Source: an optimization exercise on an open RTL-to-GDS flow (aim: small area). Production flows keep margins and buffers that such runs may drop.
In this exercise RTL edits were held to simulation tests only and were not proved equivalent to the original.
Power is estimated from default activity; no workload was simulated.

File: flow/design.v
 module muxMto1 (Z, SEL, D);
 parameter N = 8;   
 parameter M = 4;   
 parameter S = 2;   
 parameter W = M * N;
 input [W-1:0] D;
 input [S-1:0] SEL;
 output [N-1:0] Z;
 reg[N-1:0] tmp, Z;
 integer i;
 always @(SEL or D) begin
	 for (i = 0; i < N; i = i + 1)
		 tmp[i] = D[N*SEL + i];
	 Z = tmp;
 end
 endmodule
 module regFile(
	 Ad_A,
	 Ad_B, 
	 Ad_C,
	 clk,
	 RD,
	 rst_n,
	 RF_write,
	 A,
	 B,
	 C);
 input [4:0] Ad_A, Ad_B, Ad_C;
 output [31:0] A, B;
 input [31:0] C;
 input clk, RD, rst_n, RF_write;
 integer i;
 reg [31:0] rf [0:31];
 always @(posedge clk or negedge rst_n) begin
	 if (rst_n == 0)begin
		 for(i = 0; i < 32; i++)
			 rf[i] <=32'h0;
	 end
	 else begin
		 if (RF_write == 1 && Ad_C != 0)
			 rf[Ad_C] <=C; 
	 end
 end
assign A = rf[Ad_A];
assign B = rf[Ad_B];
endmodule
 module ins_ad_gen(
     input clk,
	 input rst_n,
	 input PC_sel,
	 input PC_en,
	 input INC_sel,
	 input [31:0] ra,
	 input [31:0] branch_offset,
	 output [31:0] ret_ad,
     output [31:0] ins_ad);
 reg [31:0] PC;
 reg [31:0] PC_temp;
 wire [31:0] muxPC_out;
 wire [31:0] muxInc_out;
 wire [31:0] add_out;
 assign ret_ad = PC_temp;
 assign ins_ad = PC;
 assign muxPC_out = PC_sel ? add_out[31:0]:ra[31:0];
 assign muxInc_out = INC_sel? branch_offset[31:0]:32'd4;  
 assign add_out = muxInc_out + PC;
 always@(posedge clk) begin
	 if (rst_n == 0)begin
		 PC <=0;
	 end
	 else if (PC_en) begin
		 PC <=muxPC_out;
	 end
 end
always @(posedge clk)
	PC_temp <=PC;
 endmodule
 module ins_fetch(
	 input clk,
	 input rst_n,
	 input PC_sel,
	 input PC_en,
	 input INC_sel,
	 input IR_en,
	 input [31:0] ra,
	 input [31:0] ins_mem,
	 input [31:0] branch_offset,
	 output [31:0] ins_ad,
	 output [31:0] ins,
     output [31:0] ret_ad);
 reg [31:0] IR;
 assign ins = IR;
 ins_ad_gen iag (
     .clk(clk),
	 .rst_n(rst_n),
	 .PC_sel(PC_sel),
	 .PC_en(PC_en),
	 .INC_sel(INC_sel),
	 .ra(ra),
	 .branch_offset(branch_offset),
	 .ins_ad(ins_ad),
	 .ret_ad(ret_ad)
 );  
 always @(posedge clk)
	 if (rst_n == 0)
		 IR <=0;
	 else if (IR_en)
   		IR <=ins_mem;
 endmodule
module alu(inA, inB, alu_out, ALU_op);
input logic [31:0] inA, inB;
output logic [31:0] alu_out;
input logic [4:0] ALU_op;
always_comb begin
	case(ALU_op)
		5'b00000: alu_out = inA + inB;
		5'b00001: alu_out = inA - inB;
		5'b00010: alu_out = inA | inB;
		5'b00011: alu_out = inA ^ inB;
		5'b00100: alu_out = inA & inB;
		5'b00101: alu_out = inA << inB;
		5'b00110: alu_out = inA >> inB;
		5'b00111: alu_out = inA >>> inB;  
		5'b01000: alu_out = inB;  
		default: alu_out = 0;
	endcase
end
endmodule
 module control_gen(
	clk, 
	rst_n,
	ins,
	mfc,
	PC_sel,
	PC_en,
	INC_sel,
	IR_en,
	imm,
    RF_wr,
    B_sel, 
    ALU_op,
    Y_sel,
    Mem_rd,
    Mem_wr,
    MA_sel);
input logic clk, rst_n,mfc;
input logic [31:0] ins;
output logic [31:0] imm;
output logic [4:0] ALU_op;
output logic PC_sel, PC_en, INC_sel, IR_en, RF_wr, B_sel, Mem_rd, Mem_wr, MA_sel;
output logic [1:0] Y_sel;
logic wmfc;
localparam  R = 3'b000;
localparam  I = 3'b001;
localparam  L = 3'b010;
localparam JR =	3'b011;
localparam  S = 3'b100;
localparam SB = 3'b101;
localparam  U = 3'b110;
localparam UJ = 3'b111; 
 reg [4:0] state;
wire Count_en;
wire [6:0] opcode;
wire [2:0] funct3;
wire [6:0] funct7;
wire [11:0] imm12; 
reg [2:0] Ins_t;
assign opcode = ins[6:0];
assign funct3 = ins[14:12];
assign funct7 = ins[31:26];
assign imm12  = ins[21:20];    
assign Count_en = (wmfc == 0 || mfc==1); 
always @(*) begin
	case (opcode)
		7'b0110011: Ins_t = R;   
		7'b0000011: Ins_t = L;  
		7'b0010011: Ins_t = I;  
		7'b1100111: Ins_t = JR;  
		7'b0100011: Ins_t = S;  
		7'b1100111: Ins_t = SB;  
		7'b0110111: Ins_t = U;  
		7'b1101111: Ins_t = UJ;  
		default:    Ins_t = R;
	endcase
end
always_ff @(posedge clk or negedge rst_n) begin
	if (rst_n == 0)
		state <= 'b00000;
	else if (Count_en) begin
		case (state)
			'b00000:    state <= 'b00001;
			'b00001:    state <= 'b00010;
			'b00010:   state <= 'b00100;
			'b00100:  state <= 'b01000;
			'b01000:      state <= 'b10000;
			'b10000:       state <= 'b00001;
			default:   state <= 'b00001;
		endcase
	end
end  
always_comb begin
	if (state == 'b00100) INC_sel = 1; else INC_sel = 0;  
	if (state == 'b00001)   PC_sel =  1; else PC_sel = 0;  
	if (state == 'b00001)   PC_en = 1; else PC_en = 0;
	if (state == 'b00001)   IR_en = 1; else IR_en = 0;
	if (state == 'b10000 && (Ins_t == R || Ins_t == I || Ins_t == UJ || Ins_t == L || Ins_t ==JR || Ins_t==U ) ) RF_wr = 1; else RF_wr = 0;
	if ((Ins_t == I || Ins_t == L || Ins_t == JR)|| Ins_t ==U ) B_sel = 1; else B_sel = 0;
    if (Ins_t == I || Ins_t == R || Ins_t==U) Y_sel = 2'b00;
	else if (Ins_t == L) Y_sel = 2'b01;
	else if (Ins_t == JR) Y_sel = 2'b10;
	else Y_sel = 2'b11;
    if (state == 'b00001 || (state== 'b01000 && Ins_t==L)) Mem_rd = 1; else Mem_rd = 0;
	if (state == 'b01000 && Ins_t==S) Mem_wr = 1; else Mem_wr = 0;
    if (state == 'b00001 || (state == 'b01000 && Ins_t == L) || (state == 'b01000 && Ins_t == S)) wmfc = 1; else wmfc = 0;
    if (state == 'b01000 && (Ins_t ==L || Ins_t == S)) MA_sel = 0; else MA_sel = 1;
end
always @ (*) begin
case (Ins_t)
	I: imm  = { {20{ins[31]}}, ins[31:20]};
	S: imm  = { {20{ins[31]}}, ins[31:25] ,ins[11:7]};
	SB: imm = { {19{ins[31]}}, ins[31], ins[7], ins[30:25], ins[11:8] ,1'b0 };
    U : imm = (ins[31:12] << 12);
    UJ: imm = { {11{ins[31]}},ins[31], ins[19:12], ins[20], ins[30:21], 1'b0};
	default: imm = 32'd0;
endcase
end
logic is_ld;
logic is_st;
logic is_alu_add;
assign is_ld = (opcode == 7'b0000011);
assign is_st = (opcode == 7'b0100011);
assign is_alu_sub     = (Ins_t == R && funct3 == 3'b000 && funct7 == 7'b0100000);
assign is_alu_add     = (Ins_t == R && funct3 == 3'b000 && funct7 == 7'b0000000);
assign is_alu_or      = (Ins_t == R && funct3 == 3'b110 && funct7 == 7'b0000000);
assign is_alu_xor     = (Ins_t == R && funct3 == 3'b100 && funct7 == 7'b0000000);
assign is_alu_and     = (Ins_t == R && funct3 == 3'b111 && funct7 == 7'b0000000);
assign is_alu_sll     = (Ins_t == R && funct3 == 3'b001 && funct7 == 7'b0000000);
assign is_alu_srl     = (Ins_t == R && funct3 == 3'b101 && funct7 == 7'b0000000);
assign is_alu_sra     = (Ins_t == R && funct3 == 3'b101 && funct7 == 7'b0100000);
assign is_alu_addi    = ( Ins_t == I && funct3 == 3'b000);
assign is_alu_andi    = ( Ins_t == I && funct3 == 3'b111);
assign is_alu_ori     = ( Ins_t == I && funct3 == 3'b110);
assign is_alu_xori    = ( Ins_t == I && funct3 == 3'b100);
assign is_alu_lui = (opcode == 7'b0110111);
always_comb
 begin
	 if (is_ld || is_st || is_alu_add || is_alu_addi) ALU_op = 5'd0;
	 else if (is_alu_sub)                ALU_op = 5'd1;
	 else if (is_alu_or  || is_alu_ori)  ALU_op = 5'd2;
	 else if (is_alu_xor || is_alu_xori) ALU_op = 5'd3;
	 else if (is_alu_and || is_alu_andi) ALU_op = 5'd4;
	 else if (is_alu_sll)                ALU_op = 5'd5;
	 else if (is_alu_srl)                ALU_op = 5'd6;
	 else if (is_alu_sra)                ALU_op = 5'd7;
	 else if (is_alu_lui)                ALU_op = 5'd8;
	 else ALU_op = 5'd1;
 end
endmodule
module decode(
	clk,
	rst_n,
	RF_write,
	ins,
	A,
	B,
	C);
input clk, rst_n, RF_write;
input [31:0] ins;
input [31:0] C;
output [31:0] A, B;
reg [31:0] A, B;
wire [31:0] A_w, B_w;
wire [4:0] rs1, rs2, rd;
wire [6:0] opcode;
wire [2:0] funct3;
wire [6:0] funct7;
wire [31:0] C;
assign rd     = ins[11:7];
assign rs1    = ins[19:15];
assign rs2    = ins[25:20];
regFile RF(
	 .Ad_A(rs1),
	 .Ad_B(rs2),
	 .Ad_C(rd),
	 .clk(clk),
	 .RD(),
	 .rst_n(rst_n),
	 .RF_write(RF_write),
	 .A(A_w),
	 .B(B_w),
	 .C(C)); 
 always @(posedge clk) begin
	 if (rst_n==0)begin
		 A <=0; 
		 B <=0;
	 end
	 else begin 
		 A <=A_w;
		 B <=B_w;
	 end
 end
endmodule
 module compute(clk, rst_n, ra, rb, imm, ALU_op, B_sel, rz, rm);
 input clk, rst_n;
 input [31:0] ra, rb, imm;
 input [4:0] ALU_op;
 input B_sel;
 output [31:0] rz, rm;
 reg [31:0] rz, rm;
 wire [31:0] muxB_out;
 wire [31:0] alu_out;
 assign muxB_out = B_sel? imm: rb;
alu farm_alu (
	.inA(ra), 
	.inB(muxB_out),
	.alu_out(alu_out), 
	.ALU_op(ALU_op)
); 
 always_ff @(posedge clk) begin
	 if (rst_n == 0)begin
		 rz = 32'd0;
		 rm = 32'd0;
	 end
	 else begin
		 rz <= alu_out;
		 rm <= rb;
	 end
 end
 endmodule
module memAccess(
	input logic clk,
	input logic rst_n,
	input logic [31:0] rz,
	input logic [31:0] rm,
	input logic [1:0] Y_sel,
	input logic [31:0] mem_data,
	input logic [31:0] ret_ad,
	output logic [31:0] mem_adr,
	output logic[31:0] ry
);
logic [31:0] muxY_out;
assign mem_adr = rm;
muxMto1 #(32, 4, 2) muxY(.D ({32'd0 ,ret_ad, mem_data, rz}),
	                     .SEL(Y_sel),
						 .Z(muxY_out));
always_ff @(posedge clk) begin
	if (rst_n == 0) ry <= 0;
	else            ry <= muxY_out;
end
endmodule
module pmi(
	input logic clk,
	input logic rst_n,
	input logic [31:0] data_in,
	input logic [31:0] address,
	input logic mem_rd,
	input logic mem_wr,
	output wire [31:0] data,
	output logic mfc,
	output logic [31:0] bus_addr,
	output logic [31:0] bus_wdata,
	output logic bus_rd,
	output logic bus_wr,
	input  logic [31:0] bus_rdata);
logic ins_rd;
logic data_access;
assign ins_rd = (mem_rd && address <= 32'h0000ffff)? 1'b1:1'b0;
assign data_access = (mem_rd || mem_wr) && (address >= 32'h00030000);
assign mfc = ins_rd || (data_access); 
assign bus_addr  = address;
assign bus_wdata = data_in;
assign bus_rd    = mem_rd;
assign bus_wr    = mem_wr;
assign data      = bus_rdata;
  endmodule
module farm_top(
	input clk,
	input rst_n,
	output [31:0] ins,
	output [31:0] ret_ad,
	output [31:0] mem_addr,
	output [31:0] mem_wdata,
	output mem_rd,
	output mem_wr,
	input  [31:0] mem_rdata);
wire [31:0] imem_data;
logic [31:0] imem_ad;
logic [31:0] imm; 
logic [4:0] ALU_op;  
logic [31:0] ra, rb;  
logic [31:0] rz, rm;  
logic [31:0] ry;      
logic [1:0] y_sel;
wire [31:0] mem_ad;
wire MA_sel;
ins_fetch farm_fetch(
.clk(clk),
.rst_n(rst_n),
.PC_sel(PC_sel),
.PC_en(PC_en),
.INC_sel(INC_sel),
.IR_en(IR_en),
.ra(ra),
.ins_mem(imem_data),
.branch_offset(imm),
.ins_ad(imem_ad),
.ins(ins),
.ret_ad(ret_ad));
assign mem_ad = MA_sel ? imem_ad : rz;  
pmi farm_pmi(
	 .clk(clk),
	 .rst_n(rst_n),
	 .data_in(rm),
	 .address(mem_ad),
	 .mem_rd(Mem_rd),
	 .mem_wr(Mem_wr),
	 .data(imem_data),
	 .mfc(mfc),
	 .bus_addr(mem_addr),
	 .bus_wdata(mem_wdata),
	 .bus_rd(mem_rd),
	 .bus_wr(mem_wr),
	 .bus_rdata(mem_rdata));     
 control_gen cg(
 .clk   (clk),
 .rst_n (rst_n),
 .ins   (ins),
 .mfc   (mfc),
 .PC_sel(PC_sel),
 .PC_en (PC_en),
 .INC_sel(INC_sel),
 .IR_en (IR_en),
 .imm(imm),
 .RF_wr(RF_write),
 .B_sel(B_sel),
 .ALU_op(ALU_op),
 .Y_sel(y_sel),
 .Mem_rd(Mem_rd),
 .Mem_wr(Mem_wr),
 .MA_sel(MA_sel)
 );
 decode farm_dec(
 .clk(clk),
 .rst_n(rst_n),
 .RF_write(RF_write),
 .ins(ins),
 .A(ra),
 .B(rb),
 .C(rz));
compute farm_compute(
.clk(clk),
.rst_n(rst_n),
.ra(ra),
.rb(rb),
.imm(imm),
.ALU_op(ALU_op),
.B_sel(B_sel),
.rz(rz),
.rm(rm)
);
memAccess farm_ma(
.clk (clk),
.rst_n (rst_n),
.rz (rz),
.rm (rm),
.Y_sel(y_sel),  
.mem_data(),   
.ret_ad(ret_ad),
.mem_adr(),
.ry(ry)
);
endmodule
File: flow/run.sh
#!/bin/bash
# synth_recipe.tcl (not shown) runs the flow's synth.tcl, then flattens the netlist and writes it again
# the make line also repeats each setting of config.mk as NAME=value (left out here)
make -C /OpenROAD-flow-scripts/flow DESIGN_CONFIG=/design/flow/config.mk WORK_HOME=/design/flow/orfs CLKGATE_MAP_FILE= SYNTH_SCRIPT=/design/flow/synth_recipe.tcl finish
File: flow/config.mk
export PLATFORM = sky130hd
export DESIGN_NAME = farm_top
export DESIGN_NICKNAME = farm_top
export VERILOG_FILES = /design/flow/design.v
export SDC_FILE = /design/flow/constraint.sdc
export NUM_CORES = 4
export LEC_CHECK = 0
export CAP_MARGIN = 20
export CORE_MARGIN = 2
export CORE_UTILIZATION = 25
export GPL_ROUTABILITY_DRIVEN = 1
export PLACE_DENSITY = 0.4
export SLEW_MARGIN = 20
File: flow/constraint.sdc
create_clock -name core_clock -period 10.0 [get_ports {clk}]
set_input_delay 2.0000 -clock core_clock [delete_from_list [all_inputs] [get_ports {clk}]]
set_output_delay 2.0000 -clock core_clock [all_outputs]
set_load 0.01 [all_outputs]
==> results.txt <==
## power groups by stage
stage | combinational, mW | sequential (mW) | clock (mW)
after floorplan | 6.16 | 5.77 | 0
after global placement | 10.7 | 6.30 | 0
after detailed placement | 10.6 | 6.30 | 0
after CTS | 10.6 | 6.20 | 5.91
after global routing | 11.5 | 6.23 | 6.11
final | 10.9 | 6.22 | 5.84
## final timing paths
check,from,end,cells after the start,slack (ns)
min,farm_dec.RF.rf[0][29],farm_dec.RF.rf[0][29],0,0.39
min in group asynchronous,rst_n,farm_dec.RF.rf[22][19],1,1.03
max reg2reg,farm_fetch.IR[5],farm_compute.rz[29],25,1.36
max in group asynchronous,rst_n,farm_dec.RF.rf[18][30],4,6.61
max,farm_fetch.IR[5],farm_compute.rz[29],25,1.36
min reg2reg,farm_dec.RF.rf[0][29],farm_dec.RF.rf[0][29],0,0.39
## cells by family (layout without fill, tap and decap cells)
| kind of cell | count (synthesis) | count (layout) | synth area share |
|---|---|---|---|
| fa+ha+maj | 125 | 125 | 0.0237 |
| compound gates | 1789 | 1789 | 0.199 |
| mux | 1113 | 1113 | 0.187 |
| xor+xnor | 80 | 80 | 0.0105 |
| flops | 1253 | 1253 | 0.455 |
| other cells | 0 | 18 | 0 |
| buf+inv | 681 | 795 | 0.0390 |
| simple gates | 1187 | 1187 | 0.0862 |
## cell type report
class / instances / area, sq um
Antenna cell: 18 / 45.0
Timing Repair Buffer: 425 / 3730
Tap cell: 3533 / 4420
Inverter: 91 / 342
Fill cell: 27400 / 186000
Sequential cell: 1253 / 30200
Multi-Input combinational cell: 4294 / 34500
Clock inverter: 58 / 702
Clock buffer: 221 / 4420
## critical path, delay by kind of cell (launching register included)
family | cells | cell delay, ns
compound gates | 9 | 3.03
simple gates | 9 | 2.52
buf+inv | 4 | 1.33
flops | 1 | 0.86
xor+xnor | 2 | 0.39
fa+ha+maj | 1 | 0.32
## metal layers
metal  up-vias  share of wire  GRT usage
li1      23900              -          -
met5         -        0.00017          0
met1     32000           0.42      0.387
met4        10          0.061      0.149
met2      4123           0.42      0.430
met3      1134           0.10     0.0818
## through the flow
step	utilization	hold WS (ns)	worst slack (ns)	instances
floorplan	-	0.360	3.25	6228
global placement	0.276	0.376	1.45	9595
detailed placement	0.277	0.379	1.59	9596
CTS	0.296	0.392	1.59	9875
global route	0.296	0.398	1.02	9876
finish	0.296	0.388	1.36	9893
## state kept, by name (all words and copies together) (netlist names)
name,flops
farm_compute.rz,32
farm_compute.rm,32
farm_fetch.iag.PC,32
farm_dec.RF.rf,1024
farm_fetch.iag.PC_temp,32
farm_dec.A,32
farm_dec.B,32
cg.state,5
farm_fetch.IR,32
## cell usage in the layout (no fill, tap or decap), types with 22 or more instances in the layout
master	instances
clkinv_2	30
a221oi_1	311
xor2_1	22
dfxtp_1	214
ha_1	123
mux2i_1	76
o211ai_1	41
mux2_2	1035
xnor2_1	58
inv_1	85
clkbuf_16	155
dfrtp_1	1029
clkbuf_1	37
nor2_1	225
nand2_1	259
buf_4	252
a21o_1	33
nand3_1	158
nor2_4	64
a21oi_1	250
nand2_4	23
a22oi_1	379
and2_1	44
nor3_1	94
a31oi_1	42
clkdlybuf4s50_1	162
nand4_1	148
and3_1	23
clkbuf_8	29
a22o_1	313
o21a_1	22
o21ai_0	203
or3_1	30
a211oi_1	29
==> flow_summary.ini <==
[pwr]
p_leak_nw = 34.8
p_int_mw = 12.1
pwr-share-comb = 0.476
p_seq_frac = 0.270
p_sw_frac = 0.473
irDropWorstVdd_v = 0.000221
p_switching_mw = 10.9
powerDensity_mw_per_mm2 = 293
p_total_mw = 23.0
clockPowerShare = 0.254

[timing]
setup_viol = 0
clock_skew_ns = 0.0321
slew_viol_final = 0
finalCritPeriodShare = 0.864
slew_headroom = 0.162
fmax_mhz = 116
tns_ns = 0
worstMarginPinSlew_ns = 1.25
finalHoldViolCount = 0
min_period_ns = 8.64
rsz0062_at_grt = false

[logic_synthesis]
synth_seq_area_share = 0.455
avgSynthCellArea_sq_um = 10.7
synth_cell_types = 88
syn_inst = 6228
yosys-top-cells-count = mux2_2 (1035), dfrtp_1 (1029), clkbuf_1 (446)
synthFlopType = dfrtp_1
async_flop_share = 0.821
yosys-top-cells-area = dfrtp_1 (39%), mux2_2 (18%), dfxtp_1 (6.7%)
ys_seq_elements = 1253
syn_area_sq_mm = 0.0665
synth_top_cell_by_area = dfrtp_1
synth_edf_count = 0
yosys_warnings = 31
synth.most_common_cell = mux2_2
syn_nets = 6387
synth_top_area_frac = 0.387

[layout]
drive_gt1_frac = 0.267
area_growth_pct = 17.9
final_nets = 6376
fin_area_sq_mm = 0.0784

[grt]
grt_max_degree = 149
first_global_vias = 59100
grt_pass1_wl_um = 544000
grt_overflow = 0
antenna_found_initial = 29
grt.total_usage = 0.291

[clock_tree]
cts_tree = built
cts-root-buf = clkbuf_16
post_cts_resized = 0
cts_hold_buf = 0
ctsLongestPathBuffers = 3
postCtsSetupRepairBufs = 0
cts-buffers-inserted = 152
cts.sinks = 1253
cts.clk_slew.worst_paths_ns = 0.06
htree_levels = 4
insertion_delay_ns = 0.86

[die]
die_w_um = 520
dieArea_sq_mm = 0.270
rows = 189
core-area_sq_mm = 0.265
boundaryPins = 164
start_util = 0.251
die_h_um = 520

[route]
drt_iter0_markers = 8053
antenna_left = 0
viasPerCell = 6.18
wirelength_um = 407000
vias = 61200
wl_per_cell_um = 41.1
route.detailed.drc = 0
first_pass_iters = 6

[worst_setup_path]
crit_required_ns = 10.74
cpPeakStageDelay_ns = 0.89
cp_slowest_cell = a2111oi_0
cp_max_fo = 46
worst_setup_path_end_kind = flip-flop
worstSetupPathType = flip-flop to flip-flop
start_kind = flip-flop
worst_path_most_repeated_cell = nor2_1
arrival_ns = 9.38

[min_path]
hp-class = flip-flop to flip-flop

[place]
placed_area_sq_mm = 0.0732
place_hpwl_um = 254000
gp_congestion = 0.966
io_buffers = 163

[outcome]
status = complete, no violations

[flow_run]
cap_violations = 0

==> port drivers added, routing unchanged <==
How much do the figures lean on ideal ports? The routed layout below was timed once more, with nothing changed but the port constraints. Step 1, drivers: a clkbuf_16 drives clk and a buf_2 each remaining input, both assumed. Step 2 also shifts input and output timing later by t, the mid clock arrival at the registers, as if the neighbouring blocks saw the same clock. Three values: ideal ports, drivers, drivers and shift; two values: the first two.
t, ns: 0.941
setup slack, ns: 1.362 / 1.362 / 1.362
worst setup path after step 2: register to register
latest minus earliest clock arrival (ns): 0.040 / 0.041
worst slew at a driven data input, ns: 0.06
After both steps setup and hold are still met in this run. The setup slack of this run moves by 0.000 ns with the drivers and by 0.000 ns with both steps.
